From an optimization exercise on the open Yosys and OpenROAD flow, aimed at small area and a short achievable clock period; shortcuts taken in it are not production practice. Function was checked by simulation only, so behaviour that the tests miss may differ from the original.

==> v38 <==
Design cpu, start of the top module:
module cpu(
    input wire                  clk,
    input wire                  reset,
    output wire                 mem_enable,
    output wire                 mem_rw,
    input wire                  mem_ack,
    output wire [32-1:0] mem_addr,
    input wire [128-1:0]     mem_data_out,
    output wire [128-1:0]    mem_data_in,
    output wire                 dbg_wb_en,
    output wire [5-1:0] dbg_wb_reg,
    output wire [32-1:0] dbg_wb_data
);
clock: 11.0 ns
lec_check: 0
cap_margin: 20
core_margin: 2
core_utilization: 45
setup_slack_margin: 5
slew_margin: 20
tns_end_percent: 0
run.sh (not shown) runs the stock make flow with config.mk's settings and CLKGATE_MAP_FILE= SYNTH_SCRIPT=/design/flow/synth_recipe.tcl, a recipe that flattens the netlist after the stock synthesis.
==> inputs of v39, as changes to v38 <==
==> flow/flow/run.sh (new file) <==
#!/bin/bash
set -euo pipefail
bash standard.sh SETUP_SLACK_MARGIN=7 finish > flow_make.log 2>&1
==> flow/standard.sh (new file) <==
#!/bin/bash
# synth_recipe.tcl (not shown) runs the flow's synth.tcl, then flattens the netlist and writes it again
# the make line also repeats each setting of config.mk as NAME=value (left out here)
make -C /OpenROAD-flow-scripts/flow DESIGN_CONFIG=/design/flow/config.mk WORK_HOME=/design/flow/orfs CLKGATE_MAP_FILE= SYNTH_SCRIPT=/design/flow/synth_recipe.tcl "${@:-finish}"
- CORE_UTILIZATION: 45 -> 50
- SETUP_SLACK_MARGIN: 5 -> default
removed: flow/run.sh
==> inputs of v13, as changes to v38 <==
--- a/flow/design.v
+++ b/flow/design.v
@@ -1709,15 +1709,19 @@
         : id_op_lui ? {operand2[15:0], 16'h0}
         : id_op_sll ? (operand1 << id_shamt)
         : id_op_mov ? operand1
         : 32'd0;
    wire [31:0] br_x = bx_dc ? dc_wdata : bx_m5 ? m5_result : bx_p2 ? pr2 : pr1;
    wire alu_eq_x = id_op_add ? sum_eq(operand1, operand2, br_x, 1'b0)
                  : id_op_sub ? sum_eq(operand1, ~operand2, br_x, 1'b1)
-                 : (alu_logic == br_x);
+                 : id_op_or  ? ((operand1 | operand2) == br_x)
+                 : id_op_lui ? ({operand2[15:0], 16'h0} == br_x)
+                 : id_op_sll ? ((operand1 << id_shamt) == br_x)
+                 : id_op_mov ? (operand1 == br_x)
+                 : (br_x == 32'd0);
    wire br_ne = (fwb1 & fwb2) ? 1'b0
               : (fwb1 | fwb2) ? ~alu_eq_x
               : (data_reg1 != data_reg2);
    wire is_branch = br_op & br_ne;
    wire [31:0] alu_out = (id_op_add | id_op_sub) ? addsub[32:1] : alu_logic;
    reg lu_stall;
    wire rs_nz = rs != 0;
==> flow/flow/run.sh (new file) <==
#!/bin/bash
set -euo pipefail
bash standard.sh SETUP_SLACK_MARGIN=7 finish > flow_make.log 2>&1
==> flow/standard.sh (new file) <==
#!/bin/bash
# synth_recipe.tcl (not shown) runs the flow's synth.tcl, then flattens the netlist and writes it again
# the make line also repeats each setting of config.mk as NAME=value (left out here)
make -C /OpenROAD-flow-scripts/flow DESIGN_CONFIG=/design/flow/config.mk WORK_HOME=/design/flow/orfs CLKGATE_MAP_FILE= SYNTH_SCRIPT=/design/flow/synth_recipe.tcl "${@:-finish}"
- CORE_UTILIZATION: 45 -> 50
- SETUP_SLACK_MARGIN: 5 -> default
removed: flow/run.sh
==> flow_metrics.tcl <==
set metrics [dict create \
    cp_num_buf_inv 3 \
    syn_inst 13200 \
    synth_compound_area_share_pct 15.6 \
    area_growth_pct 13.4 \
    use_met2_pct 54.3 \
    outcome "complete, no violations" \
    wl_met3_um 97300 \
    nMultiInputCombCells 8599 \
    firstDrtPassIters 13 \
    r2r_setup_slack_ns 4.84 \
    slew_headroom_pct 12.1 \
    core_area_um2 334000 \
    post_cts_buffers 2 \
    ir_drop_mv 0.138 \
]
Source of the figures above: v38

==> flow_metrics.tcl <==
set metrics [dict create \
    outcome "complete, no violations" \
    use_met2_pct 61.2 \
    slew_headroom_pct 15.8 \
    wl_met3_um 110000 \
    grtUsageMet3_pct 19.9 \
    r2r_setup_slack_ns 5.75 \
    nonClkBufAreaFrac_pct 5.97 \
    ir_drop_mv 0.155 \
    reg.largest.list "rf x992, dc_line x512, ic_line x512" \
    synth_compound_area_share_pct 14.9 \
    pin_count 331 \
    syn_inst 13200 \
    nMultiInputCombCells 8659 \
    area_growth_pct 16.7 \
    cp_num_buf_inv 3 \
    post_cts_buffers 144 \
]
Source of the figures above: v13

==> flow_metrics.tcl <==
set metrics [dict create \
    outcome "complete, no violations" \
    slew_headroom_pct 10.9 \
    cp_num_buf_inv 2 \
    ir_drop_mv 0.138 \
    area_growth_pct 15.9 \
    syn_inst 13200 \
    finalHoldViolCount 0 \
    r2r_setup_slack_ns 5.59 \
    synth_compound_area_share_pct 15.6 \
    nMultiInputCombCells 8598 \
    core_area_um2 300000 \
    post_cts_buffers 196 \
    wl_met3_um 98800 \
]
Source of the figures above: v39

## afterwards: timing with drivers on the ports
How much do the figures lean on ideal ports? The routed layouts below were timed once more, with nothing changed but the port constraints.
Step 1: set_driving_cell puts a clkbuf_16 on clk and a buf_2 on each other input, an assumption about the parent block.
Step 2, shift: input delay + t, output delay - t, t = (earliest + latest rising clock arrival at the registers) / 2. This alone moves slack from input paths to output paths.
Three values: ideal ports, drivers, drivers and shift; two values: the first two.
run	t, ns	setup WS [ns]	worst hold slack (ns)	worst setup path after step 2	pins driven straight from the clock port
v38	1.076	4.744 / 4.651 / 4.837	0.416 / 0.416 / 0.416	register to register	1
v39	1.058	5.590 / 5.590 / 4.750	0.410 / 0.410 / 0.410	input to register	1
v13	1.059	5.752 / 5.721 / 4.995	0.413 / 0.413 / 0.413	input to register	1
After both steps every run listed still meets setup and hold. For v39, which loses most, drivers alone change the setup slack by 0.000 ns; drivers and shift together by -0.840 ns.
